This design comes from an exercise in tuning for small area on the open sky130 flow, not from production work.
RTL that was checked went through simulation tests only; none was proved equivalent to the original.
No functional check of the RTL was part of run 3.
Power figures rest on the tool's default switching activity, not on a simulated workload.

<file path="design/flow/flow/run.sh">
#!/bin/bash
# Standard ORFS flow (standard.sh, unchanged synthesis) with two layout knobs:
#  - port buffers are the smallest buffer (buf_1) instead of the default pick;
#  - clock tree built from clkbuf_8 leaves of up to 16 sinks, without dummy loads.
set -euo pipefail
bash standard.sh \
  BUFFER_PORTS_ARGS="-buffer_cell sky130_fd_sc_hd__buf_1" \
  CTS_ARGS="-sink_clustering_enable -repair_clock_nets -buf_list sky130_fd_sc_hd__clkbuf_8 -sink_clustering_size 16 -sink_clustering_max_diameter 50 -dont_use_dummy_load" \
  finish > flow.log 2>&1
</file>
<file path="design/flow/standard.sh">
#!/bin/bash
# synth_recipe.tcl (not shown) runs the flow's synth.tcl, then flattens the netlist and writes it again
# the make line also repeats each setting of config.mk as NAME=value (left out here)
make -C /OpenROAD-flow-scripts/flow DESIGN_CONFIG=/design/flow/config.mk WORK_HOME=/design/flow/orfs CLKGATE_MAP_FILE= SYNTH_SCRIPT=/design/flow/synth_recipe.tcl "${@:-finish}"
</file>
<file path="design/flow/config.mk">
export PLATFORM = sky130hd
export DESIGN_NAME = apb_uart_top
export DESIGN_NICKNAME = apb_uart_top
export VERILOG_FILES = /design/flow/design.v
export SDC_FILE = /design/flow/constraint.sdc
export NUM_CORES = 4
export LEC_CHECK = 0
export CAP_MARGIN = 20
export CORE_MARGIN = 2
export CORE_UTILIZATION = 40
export SLEW_MARGIN = 20
</file>
<file path="design/flow/constraint.sdc">
create_clock -name core_clock -period 5.0 [get_ports {pclk}]
set_input_delay 1.0000 -clock core_clock [delete_from_list [all_inputs] [get_ports {pclk}]]
set_output_delay 1.0000 -clock core_clock [all_outputs]
set_load 0.01 [all_outputs]
</file>
<file path="design/flow/design.v">
`timescale 1ns/1ps
module apb_uart (
    input  wire        pclk,
    input  wire        presetn,
    input  wire [31:0] paddr,
    input  wire        psel,
    input  wire        penable,
    input  wire        pwrite,
    input  wire [31:0] pwdata,
    output reg  [31:0] prdata,
    output reg         pready,
    output reg  [31:0] baud_div,
    output reg         tx_start,
    output reg  [31:0] tx_data,
    output reg         rx_reset,
    input  wire [7:0]  rx_data,
    input  wire [4:0]  flags       
);
    reg [31:0] ctrl_reg;
    reg [4:0]  status_reg;
    wire acc    = psel & penable;
    wire a_hi   = ~|paddr[31:3];
    wire a_ctrl = a_hi & (paddr[2:0] == 3'd0);
    wire a_tx   = a_hi & (paddr[2:0] == 3'd2);
    wire a_baud = a_hi & (paddr[2:0] == 3'd4);
    wire wr = acc & pwrite;
    wire rd = acc & ~pwrite;
    wire lo_ok = a_hi & (paddr[2:0] <= 3'd4);
    wire s_c = presetn & a_hi & (paddr[2:0] == 3'd0);
    wire s_s = presetn & a_hi & (paddr[2:0] == 3'd1);
    wire s_t = presetn & a_hi & (paddr[2:0] == 3'd2);
    wire s_r = presetn & a_hi & (paddr[2:0] == 3'd3);
    wire s_b = presetn & a_hi & (paddr[2:0] == 3'd4);
    wire s_d = presetn & ~lo_ok;
    wire [31:0] rmux = ({32{s_c}} & ctrl_reg)
                     | ({32{s_t}} & tx_data)
                     | ({32{s_b}} & baud_div)
                     | ({32{s_d}} & 32'hDEAD_BEEF)
                     | {27'd0, {5{s_s}} & status_reg}
                     | {24'd0, {8{s_r}} & rx_data};
    wire        rst  = ~presetn;
    wire [31:0] wd   = pwdata & {32{presetn}};
    wire [31:0] wdb  = wd | ({32{rst}} & 32'd868);
    always @(posedge pclk) begin
        pready     <= presetn & acc;
        status_reg <= flags & {5{presetn}};
        tx_start   <= presetn & wr & a_ctrl & pwdata[0];
        rx_reset   <= presetn & wr & a_ctrl & pwdata[3];
        if (rst | (wr & a_ctrl)) ctrl_reg <= wd;
        if (rst | (wr & a_tx))   tx_data  <= wd;
        if (rst | (wr & a_baud)) baud_div <= wdb;
        if (rst | rd)            prdata   <= rmux;
    end
endmodule
`timescale 1ns/1ps
module uart_tx (
    input  wire        clk,
    input  wire        rst,
    input  wire [31:0] baud_div,
    input  wire        tx_start,
    input  wire [7:0]  tx_data,
    output reg         tx,
    output wire        tx_busy,
    output wire        tx_done
);
    reg [9:0]  sr;
    reg [31:0] cnt;
    reg        done, done_d;
    wire sending = |sr;
    wire last    = ~|sr[9:1];
    wire term    = (cnt == 32'd1);
    wire idle    = ~sending & ~done;
    wire [31:0] bit_len = {baud_div[31:2], baud_div[1] | ~|baud_div, baud_div[0]};
    always @(posedge clk) begin
        if (rst) begin
            sr     <= 10'd0;
            done   <= 1'b0;
            done_d <= 1'b0;
            tx     <= 1'b1;
        end else begin
            if (tx_start & idle)
                sr <= {1'b1, tx_data, 1'b0};
            else if (term)
                sr <= {1'b0, sr[9:1]};
            done   <= sending & last & term;
            done_d <= done;
            tx     <= sr[0] | last;
        end
    end
    always @(posedge clk)
        cnt <= (term | ~sending) ? bit_len : cnt - 32'd1;
    assign tx_busy = sending | done;
    assign tx_done = done_d;
endmodule
`timescale 1ns/1ps
module uart_rx (
    input  wire        clk,
    input  wire        rst,
    input  wire [31:0] baud_div,
    input  wire        rx_pin,
    output reg  [7:0]  rx_data,
    output wire        rx_done,
    output wire        rx_busy,
    output wire        rx_error
);
    localparam IDLE    = 3'd0;   
    localparam IDLE_FS = 3'd1;   
    localparam IDLE_AD = 3'd2;   
    localparam START   = 3'd5;
    localparam DATA    = 3'd7;   
    localparam DONE    = 3'd6;
    reg [2:0]  state;
    reg [31:0] cnt;
    reg [8:0]  sr;
    reg        bad;
    reg        rx_sync1, rx_sync2;
    wire term = (cnt == 32'd1);
    wire idle = ~state[2];
    always @(posedge clk) begin
        if (rst) begin
            rx_sync1 <= 1'b1;
            rx_sync2 <= 1'b1;
            state    <= IDLE;
            rx_data  <= 8'd0;
        end else begin
            rx_sync1 <= rx_pin;
            rx_sync2 <= rx_sync1;
            case (state)
                START:   if (term) state <= rx_sync2 ? IDLE_FS : DATA;
                DATA:    if (term & sr[0]) begin
                             state   <= DONE;
                             rx_data <= sr[8:1];
                         end
                DONE:    state <= IDLE_AD;
                default: state <= rx_sync2 ? IDLE : START;
            endcase
        end
    end
    always @(posedge clk) begin
        if (idle)
            cnt <= {1'b0, baud_div[31:1]};
        else if (term)
            cnt <= baud_div;
        else
            cnt <= cnt - 32'd1;
        if (state == START)
            sr <= 9'h100;
        else if (term)
            sr <= {rx_sync2, sr[8:1]};
        if ((state == DATA) & term & sr[0])
            bad <= ~rx_sync2;
    end
    assign rx_busy  = (state == START) | (state == DATA) | (state == DONE) | (state == IDLE_FS);
    assign rx_done  = (state == IDLE_AD);
    assign rx_error = bad & ((state == DONE) | (state == IDLE_AD));
endmodule
`timescale 1ns/1ps
module apb_uart_top (
    input  wire        pclk,
    input  wire        presetn,
    input  wire [31:0] paddr,
    input  wire        psel,
    input  wire        penable,
    input  wire        pwrite,
    input  wire [31:0] pwdata,
    output wire [31:0] prdata,
    output wire        pready,
    input  wire        uart_rx,
    output wire        uart_tx
);
    wire [31:0] baud_div;
    wire        tx_start;
    wire [31:0] tx_data;
    wire        tx_busy;
    wire        tx_done;
    wire        rx_reset;
    wire [7:0]  rx_data;
    wire        rx_done;
    wire        rx_busy;
    wire        rx_error;
    apb_uart u_apb (
        .pclk(pclk),
        .presetn(presetn),
        .paddr(paddr),
        .psel(psel),
        .penable(penable),
        .pwrite(pwrite),
        .pwdata(pwdata),
        .prdata(prdata),
        .pready(pready),
        .baud_div(baud_div),
        .tx_start(tx_start),
        .tx_data(tx_data),
        .rx_reset(rx_reset),
        .rx_data(rx_data),
        .flags({rx_error, tx_done, rx_done, tx_busy, rx_busy})
    );
    uart_tx u_tx (
        .clk(pclk),
        .rst(~presetn),
        .baud_div(baud_div),
        .tx_start(tx_start),
        .tx_data(tx_data[7:0]),
        .tx(uart_tx),
        .tx_busy(tx_busy),
        .tx_done(tx_done)
    );
    uart_rx u_rx (
        .clk(pclk),
        .rst(~presetn | rx_reset),
        .baud_div(baud_div),
        .rx_pin(uart_rx),
        .rx_data(rx_data),
        .rx_done(rx_done),
        .rx_busy(rx_busy),
        .rx_error(rx_error)
    );
endmodule
</file>
==> results of run 1 <==
## worst max-delay path: cells and delay by family
family | cells | cell delay [ns]
AOI/OAI and AO/OA | 1 | 0.45
buffers and inverters | 3 | 0.79
and+or+nand+nor | 4 | 1.27
## logic make-up (layout without fill, tap and decap cells)
family	after synthesis	count (layout)	share of synthesized area, %
and+or+nand+nor	342	342	17.0
DFF	236	236	57.9
AOI/OAI and AO/OA	202	202	12.9
buffers and inverters	74	163	3.03
xor gates and xnor gates	49	49	4.13
muxes	42	42	4.55
adders and majority gates	4	4	0.482
## cell type report
| type | instances | area [um2] |
|---|---|---|
| inverter | 18 | 67.6 |
| sequential | 236 | 6020 |
| fill | 2360 | 13800 |
| tap | 330 | 413 |
| clock buffer | 24 | 330 |
| multi-input combinational | 639 | 4130 |
| timing repair buffer | 121 | 543 |
## worst paths after layout
check	endpoint	cells after the start	start	slack [ns]
max	u_apb.ctrl_reg[21]	8	paddr[19]	1.63
min	u_rx.rx_sync2	1	u_rx.rx_sync1	0.41
max reg2reg	u_rx.cnt[1]	7	u_rx.cnt[9]	1.97
min reg2reg	u_rx.rx_sync2	1	u_rx.rx_sync1	0.41
## power groups by stage
stage                     Clock (mW)  Sequential [mW]  Combinational (mW)
after floorplan                    0             2.33               0.208
after global placement             0             2.37               0.312
after detailed placement           0             2.37               0.316
after CTS                       1.07             2.33               0.319
after global routing            1.14             2.35               0.358
final                           1.04             2.33               0.320
## cells in the final DEF (no fill, tap or decap), types with 4 or more instances in the layout
cell type    n
buf_1      102
o2bb2ai_1    5
a2bb2oi_1    5
a21boi_0    25
mux2i_1     36
nand2_1     63
o21ai_1     15
a222oi_1     7
nor3_1      42
nand4_1     19
o31ai_1      4
nand2b_1    10
mux4_2       4
dfxtp_1    107
and2_1      33
clkbuf_8    24
ha_1         4
or3_1       10
nor2_1      81
edfxtp_1   129
or2_2        6
a211o_1      4
xnor2_1     37
a221o_1     17
a21oi_1     53
a31oi_1      5
buf_4       17
xor2_1      12
nand3_1     13
nor4_1      37
inv_1       17
o21ai_0     38
## synth_stat cells, types with 12 or more instances
master    count
dfxtp_1     107
nand4_1      19
inv_1        17
a221o_1      17
o21ai_0      40
nand3_1      13
o21ai_1      15
nor3_1       42
nor2_1       81
nand2_1      63
xnor2_1      37
mux2i_1      36
nor4_1       39
a21oi_1      53
edfxtp_1    129
clkbuf_1     48
a21boi_0     25
and2_1       33
xor2_1       12
## layer usage
metal | GRT usage [%] | up-vias | share of wire, %
met1 | 27.5 | 3634 | 48
met2 | 29.8 | 233 | 44
met4 | 6.01 | 0 | 2.4
met5 | 0 | - | 0
met3 | 3.30 | 45 | 5.8
li1 | - | 3681 | -
## stage by stage
| stage | utilization [%] | power [mW] | hold WS, ns | std cells | area (um2) |
|---|---|---|---|---|---|
| global placement | 44.0 | 2.68 | 0.397 | 1343 | 11100 |
| detailed placement | 44.0 | 2.68 | 0.402 | 1343 | 11100 |
| finish | 45.4 | 3.69 | 0.414 | 1368 | 11500 |
| CTS | 45.3 | 3.72 | 0.417 | 1367 | 11500 |
| floorplan | - | 2.54 | 0.393 | 949 | 10400 |
| global route | 45.4 | 3.84 | 0.428 | 1368 | 11500 |
==> key figures, run 1 <==
STA
  • Slew Viols, Final: 0
  • Post-route minimum period: 3.37 ns
  • Max_slew headroom: 37.2%
  • RSZ-0062 raised after global routing: false
  • Post-layout worst setup margin: 1.63 ns
  • Period Utilization, post-route: 67.5%
  • Final setup vio count: 0
  • Setup TNS: 0 ns
  • Hold Vio Cnt, Final: 0
  • Skew final: ~0.040 ns
  • Worst Tran Pin Value: 0.941 ns
  • Fmax: 296 MHz

Yosys
  • Prevailing post-synth register cell: edfxtp_1
  • Avg Synthesized Cell Area: between 10 and 15 um2
  • Mapped Area: 10,400 um2
  • Number of enable flip-flop cells after synthesis: 129
  • Net Count, Synth: 1,023
  • Yosys top cell by area: edfxtp_1
  • Seq cells post-synth: approximately 240
  • Seq/Total Area, Yosys: between 50 and 60%
  • Ys Warns: 3
  • Synth unique cells: 62
  • Synth Instances: approximately 950
  • Async set-reset flop share out of synthesis: 0%
  • Top cells by area, synth: edfxtp_1 37%, dfxtp_1 21%, mux2i_1 3.5%
  • Yosys top cell area share: 37.3%

Floorplan
  • Initial cell density of the core: 41.0%
  • Cell Rows: 58
  • Die width: between 150 and 200 um
  • Die Ht: 165 um
  • Die area: 27,300 um2
  • IO Pins: 104
  • Placeable Area: around 25,000 um2

Clock network
  • Clk latency of the worst-skew pair: 0.55 ns
  • Post-cts repair resize count: 0
  • Post-CTS setup buffer count: 0
  • Num Clock Sinks: 236
  • Max H-tree Level: 1
  • Maximum clock path buffer count: 3
  • Num CTS Buffers: 24
  • CTS Hold Buffers Added: 0
  • CTS tree: built
  • Root Buffer: clkbuf_8
  • Clock-pin slew on the worst setup and hold paths: 0.06 ns

Placement
  • Placer Congestion: 0.867
  • Post-Place Worst Slack: approximately 1.1 ns
  • Port Buffer Count: 103
  • Hpwl dp: 18.0 mm

Routing
  • DR vias/cell: 5.55
  • Wire per inst: just under 20 um
  • # DRC: 0
  • Drt first pass iters: 5
  • DR vias: 7,593
  • Initial drt markers: 491
  • Routed Antenna Nets: 0
  • Drt total wl: 26.3 mm

Critical path
  • Worst path max stage delay: 0.45 ns
  • Crit path max fanout: 28
  • CP Launch Type: input port
  • Setup CP Type: in2reg
  • Worst-path cell chain: buf_1 -> nor4_1 -> nand4_1 -> nor2_1 -> buf_4 -> nand4_1 -> o31ai_4 -> buf_4
  • Worst EP required: 5.17 ns
  • CP endpoint kind: flop
  • Worst EP arrival: 3.54 ns
  • Critical-path top delay cell: o31ai_4

Final layout
  • Share of cells above drive strength 1: 6.55%
  • P&R area growth vs syn: 10.7%
  • Layout Nets: 1,114
  • Diode count: 0

Global route
  • Initial antenna violation count: 0
  • Total grt overflow: 0
  • Tot GR Track Use: between 10% and 20%
  • Global-route wire length before repair: 40.8 mm
  • Vias in the first global route: 7,330
  • Largest net degree at the start of global routing: between 60 and 70

Run
  • Max-cap viol count: 0

Run status
  • Status: complete, no violations

Hold path
  • Worst hold path class: reg2reg

Pwr
  • Comb pwr share: roughly 8.7%
  • Peak supply drop: 206 uV
  • Leak: 3.94 nW
  • Reg power frac: 63.2%
  • Clock power share: 28.1%
  • Sw Share: 25.0%
  • PwrDens: 321 nW/um2
  • Net switching power: about 0.92 mW
  • Int Power: roughly 2.8 mW
==> run 2: changes to the inputs <==
==> design/flow/flow/run.sh (replaced) <==
#!/bin/bash
# Standard ORFS flow (standard.sh, unchanged synthesis) with two layout knobs:
#  - port buffers are the smallest buffer (buf_1) instead of the default pick;
#  - clock tree built from clkbuf_8 leaves of up to 20 sinks, without dummy loads.
set -euo pipefail
bash standard.sh \
  BUFFER_PORTS_ARGS="-buffer_cell sky130_fd_sc_hd__buf_1" \
  CTS_ARGS="-sink_clustering_enable -repair_clock_nets -buf_list sky130_fd_sc_hd__clkbuf_8 -sink_clustering_size 20 -sink_clustering_max_diameter 60 -dont_use_dummy_load" \
  finish > flow.log 2>&1
==> run 2 against run 1 <==
Register-to-register slack gained 0.03 ns. Setup slack gained 0.0065 ns. Highest routed layer unchanged. Still clean. Combinational power is essentially flat. Maximum frequency grew 0.19%. Clock skew grew 0.011 ns. Sequential share of layout area grew 0.31 points.
==> key figures, run 2 <==
Routing
  • DR vias/cell: 5.55
  • Initial drt markers: 443
  • Routed Antenna Nets: 0
  • Wire per inst: 19.3 um
  • DR vias: between 7,000 and 8,000
  • Drt first pass iters: 5
  • # DRC: 0
  • Drt total wl: about 26 mm

Placement
  • Port Buffer Count: 103
  • Hpwl dp: 18.0 mm
  • Placer Congestion: ~0.87
  • Post-Place Worst Slack: about 1.1 ns

Clock network
  • CTS Hold Buffers Added: 0
  • Maximum clock path buffer count: 3
  • Post-CTS setup buffer count: 0
  • Post-cts repair resize count: 0
  • Max H-tree Level: 1
  • Num Clock Sinks: 236
  • Root Buffer: clkbuf_8
  • Num CTS Buffers: 19
  • CTS tree: built
  • Clock-pin slew on the worst setup and hold paths: 0.09 ns
  • Clk latency of the worst-skew pair: 0.55 ns

Yosys
  • Synth unique cells: 62
  • Yosys top cell by area: edfxtp_1
  • Number of enable flip-flop cells after synthesis: 129
  • Net Count, Synth: 1,023
  • Avg Synthesized Cell Area: roughly 11 um2
  • Top cells by area, synth: edfxtp_1 37%, dfxtp_1 21%, mux2i_1 3.5%
  • Mapped Area: 10,400 um2
  • Seq cells post-synth: ~240
  • Commonest cells post-synth: 129 x edfxtp_1, 107 x dfxtp_1, 81 x nor2_1
  • Yosys top cell area share: a little under two fifths
  • Prevailing post-synth register cell: edfxtp_1
  • Async set-reset flop share out of synthesis: 0%
  • Count leader, synth: edfxtp_1
  • Seq/Total Area, Yosys: a little under 60%
  • Synth Instances: 949
  • Ys Warns: 3

Critical path
  • Worst EP required: 5.17 ns
  • CP endpoint kind: flop
  • CP Launch Type: input port
  • Worst path bufs/invs: 3
  • Critical-path top delay cell: o31ai_4
  • Setup CP Type: in2reg
  • Worst path max stage delay: 0.46 ns
  • Worst EP arrival: 3.54 ns
  • Worst-path cell chain: buf_1 -> nor4_1 -> nand4_1 -> nor2_1 -> buf_4 -> nand4_1 -> o31ai_4 -> buf_4
  • Crit path max fanout: 28
  • CP delay by family, top: simple AND/OR/NAND/NOR gates

Final layout
  • Commonest non-fill, non-tap cell in the layout: edfxtp_1
  • Most frequent cells in the layout: 129 x edfxtp_1, 107 x dfxtp_1, 102 x buf_1
  • Layout Utilization: 45.1%
  • FILL cells: 2,371
  • Diode count: 0
  • Share of cells above drive strength 1: 6.10%
  • Layout Nets: 1,109
  • P&R area growth vs syn: 10.0%

Floorplan
  • Cell Rows: between 50 and 60
  • IO Pins: approximately 100
  • Die area: 27,300 um2
  • Die width: 165 um
  • Initial cell density of the core: 41.0%
  • Die Ht: 165 um
  • Placeable Area: 25,300 um2

STA
  • Fmax: 297 MHz
  • Period Utilization, post-route: 67.4%
  • Hold Vio Cnt, Final: 0
  • Worst Tran Pin Value: 0.951 ns
  • Setup TNS: 0 ns
  • Skew final: roughly 0.05 ns
  • Post-layout worst setup margin: about 1.6 ns
  • Post-route minimum period: 3.37 ns
  • RSZ-0062 raised after global routing: false
  • Slew Viols, Final: 0
  • Final setup vio count: 0
  • Max_slew headroom: a little over a third

Global route
  • Tot GR Track Use: roughly 19%
  • Total grt overflow: 0
  • Global-route wire length before repair: 41.0 mm
  • Vias in the first global route: 7,201
  • Initial antenna violation count: 0
  • Largest net degree at the start of global routing: 65

Pwr
  • Leak: 3.90 nW
  • PwrDens: 314 nW/um2
  • Final Total Pwr: 3.59 mW
  • Peak supply drop: 189 uV

Run status
  • Status: complete, no violations

Hold path
  • Worst hold path class: reg2reg

Run
  • Max-cap viol count: 0
==> run 2: cell counts after synthesis <==
No cell type changed its count.
==> run 2: through the flow <==
stage | hold slack [ns] | std cells | area [um2]
2_1_floorplan | 0.393 | 949 | 10400
3_3_place_gp | 0.397 | 1343 | 11100
3_5_place_dp | 0.402 | 1343 | 11100
4_1_cts | 0.426 | 1362 | 11400
5_1_grt | 0.437 | 1363 | 11400
6_report | 0.422 | 1363 | 11400
==> run 2: report_power, final <==
part,switching (mW),internal (mW)
Clock,0.602,0.343
Sequential,0.129,2.20
Combinational,0.183,0.137
Total,0.914,2.68
==> run 2: kinds of logic after synthesis <==
| logic type | share of synthesized area (%) |
|---|---|
| and+or+nand+nor | 17.0 |
| DFF | 57.9 |
| AOI/OAI and AO/OA | 12.9 |
| buffers and inverters | 3.03 |
| xor gates and xnor gates | 4.13 |
| muxes | 4.55 |
| adders and majority gates | 0.482 |
==> run 2: final timing paths <==
kind                       from                  to  slack [ns]  cells after the start
setup reg to reg    u_rx.cnt[9]         u_rx.cnt[1]        2.00                      7
setup / recovery      paddr[19]  u_apb.ctrl_reg[21]        1.63                      8
hold reg to reg   u_rx.rx_sync1       u_rx.rx_sync2        0.42                      1
hold / removal    u_rx.rx_sync1       u_rx.rx_sync2        0.42                      1
==> run 2: layout make-up <==
cell class | instances | area [um2] | share of cell area, %
Clock buffer | 19 | 262 | 2.29
Inverter | 18 | 67.6 | 0.591
Tap cell | 330 | 413 | 3.61
Timing Repair Buffer | 121 | 543 | 4.75
Sequential cell | 236 | 6020 | 52.6
Multi-Input combinational cell | 639 | 4130 | 36.1
==> run 2: metal layers <==
metal	wire length, um	vias up	global-route usage, %
li1	-	3676	-
met1	12600	3649	27.9
met2	11800	208	30.8
met3	1560	26	2.95
met4	320	0	3.87
met5	0	-	0
==> run 3: changes to the inputs <==
--- a/design/flow/design.v
+++ b/design/flow/design.v
@@ -25,31 +25,40 @@
     wire a_baud = a_hi & (paddr[2:0] == 3'd4);
     wire wr = acc & pwrite;
     wire rd = acc & ~pwrite;
-    wire lo_ok = a_hi & (paddr[2:0] <= 3'd4);
-    wire s_c = presetn & a_hi & (paddr[2:0] == 3'd0);
-    wire s_s = presetn & a_hi & (paddr[2:0] == 3'd1);
-    wire s_t = presetn & a_hi & (paddr[2:0] == 3'd2);
-    wire s_r = presetn & a_hi & (paddr[2:0] == 3'd3);
-    wire s_b = presetn & a_hi & (paddr[2:0] == 3'd4);
-    wire s_d = presetn & ~lo_ok;
-    wire [31:0] rmux = ({32{s_c}} & ctrl_reg)
-                     | ({32{s_t}} & tx_data)
-                     | ({32{s_b}} & baud_div)
-                     | ({32{s_d}} & 32'hDEAD_BEEF)
-                     | {27'd0, {5{s_s}} & status_reg}
-                     | {24'd0, {8{s_r}} & rx_data};
-    wire        rst  = ~presetn;
-    wire [31:0] wd   = pwdata & {32{presetn}};
-    wire [31:0] wdb  = wd | ({32{rst}} & 32'd868);
+    reg [31:0] rmux;
+    always @(*) begin
+        rmux = 32'hDEAD_BEEF;
+        if (a_hi) begin
+            case (paddr[2:0])
+                3'd0: rmux = ctrl_reg;
+                3'd1: rmux = {27'd0, status_reg};
+                3'd2: rmux = tx_data;
+                3'd3: rmux = {24'd0, rx_data};
+                3'd4: rmux = baud_div;
+                default: rmux = 32'hDEAD_BEEF;
+            endcase
+        end
+    end
     always @(posedge pclk) begin
-        pready     <= presetn & acc;
-        status_reg <= flags & {5{presetn}};
-        tx_start   <= presetn & wr & a_ctrl & pwdata[0];
-        rx_reset   <= presetn & wr & a_ctrl & pwdata[3];
-        if (rst | (wr & a_ctrl)) ctrl_reg <= wd;
-        if (rst | (wr & a_tx))   tx_data  <= wd;
-        if (rst | (wr & a_baud)) baud_div <= wdb;
-        if (rst | rd)            prdata   <= rmux;
+        if (!presetn) begin
+            pready     <= 1'b0;
+            prdata     <= 32'd0;
+            ctrl_reg   <= 32'd0;
+            status_reg <= 5'd0;
+            tx_data    <= 32'd0;
+            baud_div   <= 32'd868;
+            tx_start   <= 1'b0;
+            rx_reset   <= 1'b0;
+        end else begin
+            pready     <= acc;
+            status_reg <= flags;
+            tx_start   <= wr & a_ctrl & pwdata[0];
+            rx_reset   <= wr & a_ctrl & pwdata[3];
+            if (wr & a_ctrl) ctrl_reg <= pwdata;
+            if (wr & a_tx)   tx_data  <= pwdata;
+            if (wr & a_baud) baud_div <= pwdata;
+            if (rd)          prdata   <= rmux;
+        end
     end
 endmodule
 `timescale 1ns/1ps
==> design/flow/run.sh (new file) <==
#!/bin/bash
# synth_recipe.tcl (not shown) runs the flow's synth.tcl, then flattens the netlist and writes it again
# the make line also repeats each setting of config.mk as NAME=value (left out here)
make -C /OpenROAD-flow-scripts/flow DESIGN_CONFIG=/design/flow/config.mk WORK_HOME=/design/flow/orfs CLKGATE_MAP_FILE= SYNTH_SCRIPT=/design/flow/synth_recipe.tcl finish
removed: design/flow/flow/run.sh
removed: design/flow/standard.sh
==> run 3 against run 2 <==
Synthesized cell count grew 29%. Combinational power decreased by 33%. Final cell count increased by 21%. Maximum frequency rose by 3.6%. Sequential power decreased by 17%. Area after synthesis up 5.6%. Global-route usage rose by 0.51 points. Setup slack improved by 0.12 ns. Non-clock buffer count is 2 higher. Register-to-register slack improved by 0.06 ns. Largest power group unchanged.
==> key figures, run 3 <==
Critical path
  • Worst-path cell chain: clkdlybuf4s50_1 -> nor4_1 -> nand4_1 -> nor3_1 -> nand3b_1 -> buf_12 -> mux2i_1
  • CP endpoint kind: flop
  • Worst path max stage delay: around 0.53 ns
  • Worst EP required: 5.41 ns
  • CP Launch Type: input port
  • Crit path max fanout: 24
  • Worst EP arrival: between 3 and 4 ns
  • Setup CP Type: in2reg
  • Critical-path top delay cell: nand3b_1

Yosys
  • Avg Synthesized Cell Area: 8.98 um2
  • Count leader, synth: dfxtp_1
  • Async set-reset flop share out of synthesis: 0%
  • Prevailing post-synth register cell: dfxtp_1
  • Yosys top cell by area: dfxtp_1
  • Commonest cells post-synth: 235 x dfxtp_1, 165 x nand2_1, 154 x mux2i_1
  • Seq cells post-synth: 236
  • Mapped Area: approximately 11,000 um2
  • Top cells by area, synth: dfxtp_1 43%, mux2i_1 14%, nand2_1 5.6%
  • Synth Instances: 1,222
  • Yosys top cell area share: 42.9%
  • Net Count, Synth: 1,296
  • Number of enable flip-flop cells after synthesis: 1
  • Seq/Total Area, Yosys: 43.2%
  • Synth unique cells: 62
  • Ys Warns: 3

Floorplan
  • Cell Rows: 60
  • Die width: 170 um
  • Die Ht: 170 um
  • IO Pins: roughly 100
  • Initial cell density of the core: 40.7%
  • Placeable Area: 27,000 um2
  • Die area: about 29,000 um2

Final layout
  • Post-route insts no fill: 1,647
  • Area taken by multi-input logic gates: 5830 um2
  • Diode count: 0
  • FILL cells: 2,585
  • FF/Latch Area: 4730 um2
  • Layout Nets: 1,362
  • Layout Utilization: around half
  • Post-route cell area: 13,000 um2
  • P&R area growth vs syn: 18.9%
  • Commonest non-fill, non-tap cell in the layout: dfxtp_1
  • Share of cells above drive strength 1: 7.12%
  • Most frequent cells in the layout: 235 x dfxtp_1, 165 x nand2_1, 154 x mux2i_1

Clock network
  • Clk latency of the worst-skew pair: roughly 0.53 ns
  • Num Clock Sinks: 236
  • CTS tree: built
  • Clock-pin slew on the worst setup and hold paths: roughly 0.06 ns
  • Post-CTS setup buffer count: 0
  • Num CTS Buffers: 27
  • Root Buffer: clkbuf_16
  • CTS Hold Buffers Added: 0
  • Post-cts repair resize count: 0
  • Maximum clock path buffer count: 3
  • Max H-tree Level: 1

STA
  • Fmax: 308 MHz
  • Post-route minimum period: 3.25 ns
  • Hold Vio Cnt, Final: 0
  • Setup TNS: 0 ns
  • Worst Tran Pin Value: 0.958 ns
  • Post-layout worst setup margin: ~1.7 ns
  • Hold Slack: 0.411 ns
  • Skew final: 0.0200 ns
  • Period Utilization, post-route: between 60% and 70%
  • Slew Viols, Final: 0
  • Max_slew headroom: 35.6%
  • RSZ-0062 raised after global routing: false
  • Final setup vio count: 0

Routing
  • Initial drt markers: 542
  • Drt first pass iters: 5
  • Routed Antenna Nets: 0
  • DR vias/cell: 5.38
  • Drt total wl: 28.7 mm
  • DR vias: a little under 9,000
  • Wire per inst: roughly 17 um
  • # DRC: 0

Hold path
  • Worst hold path class: reg2reg

Global route
  • Vias in the first global route: 8,532
  • Global-route wire length before repair: roughly 46 mm
  • Largest net degree at the start of global routing: 78
  • Tot GR Track Use: slightly below 20%
  • Total grt overflow: 0
  • Initial antenna violation count: 2

Placement
  • Post-DP Area: 12,200 um2
  • Hpwl dp: 19.7 mm
  • Placer Congestion: 0.779
  • Port Buffer Count: between 100 and 150
  • Post-Place Worst Slack: 1.24 ns
  • Placed Cells: 1,599

Run
  • Max-cap viol count: 0

Pwr
  • Peak supply drop: between 200 and 250 uV
  • PwrDens: approximately 300 nW/um2
  • Leak: 5.26 nW
  • Final Total Pwr: 4.02 mW

Run status
  • Status: complete, no violations
[run 3: final timing paths]
check | start | to | slack (ns) | depth (start not counted)
worst min-delay path | u_rx.rx_sync1 | u_rx.rx_sync2 | 0.41 | 1
worst max register to register | u_rx.cnt[15] | u_rx.cnt[1] | 2.06 | 6
worst max-delay path | paddr[19] | u_apb.ctrl_reg[28] | 1.75 | 7
worst min register to register | u_rx.rx_sync1 | u_rx.rx_sync2 | 0.41 | 1
[run 3: power by group]
group | internal [mW] | switching (mW)
clock | 1.09 | 0.785
combinational | 0.107 | 0.108
sequential | 1.91 | 0.0183
[run 3: layout make-up]
| cell class | instances | share of cell area, % |
|---|---|---|
| inverters | 10 | 0.288 |
| clock buffers | 38 | 5.72 |
| well taps | 341 | 3.27 |
| clock inverters | 9 | 0.652 |
| repair buffers | 123 | 9.09 |
| flip-flops and latches | 236 | 36.3 |
| multi-input cells | 890 | 44.7 |
[run 3: critical path: cells and delay by family]
kind | cells | cell delay, ns
mux | 1 | 0.14
buf+inv | 2 | 0.78
simple gates | 4 | 1.70
[run 3: cell families after synthesis]
logic type,Yosys count,synth area share (%)
compound gates,238,13.8
xor+xnor,42,3.35
fa+ha+maj,4,0.456
buf+inv,96,3.89
flops,236,43.2
mux,163,15.3
simple gates,443,20.1
[run 3: per-layer routing]
| layer | global-route usage, % | wire length (um) | share of wire (%) | vias up |
|---|---|---|---|---|
| li1 | - | - | - | 4458 |
| met1 | 28.9 | 14500 | 51 | 4199 |
| met2 | 30.8 | 12400 | 43 | 181 |
| met3 | 3.45 | 1430 | 5.0 | 25 |
| met4 | 3.57 | 283 | 0.99 | 4 |
| met5 | 0 | 27 | 0.094 | - |

## port drivers added, routing unchanged
Ports are ideal in the flow. The routed layouts listed here were re-timed in OpenROAD. Step 1 assumes that a clkbuf_16 drives the clock port and a buf_2 every other input. Step 2 moves the port delays by t, midway between the first and last clock arrival at a register: inputs arrive t later, outputs are due t later. That takes back most of the time a late clock gives input paths. Three values: ideal ports, drivers, drivers and shift; two values: the first two.
| run | t (ns) | setup slack, ns | clock arrival spread, ns |
|---|---|---|---|
| run 1 | 0.576 | 1.626 / 1.648 / 1.072 | 0.046 / 0.045 |
| run 2 | 0.572 | 1.632 / 1.655 / 1.083 | 0.051 / 0.052 |
| run 3 | 0.568 | 1.750 / 1.774 / 1.206 | 0.020 / 0.020 |
After both steps every run listed still meets setup and hold. The setup slack of run 1, which loses most, moves by +0.022 ns with the drivers and by -0.554 ns with both steps.
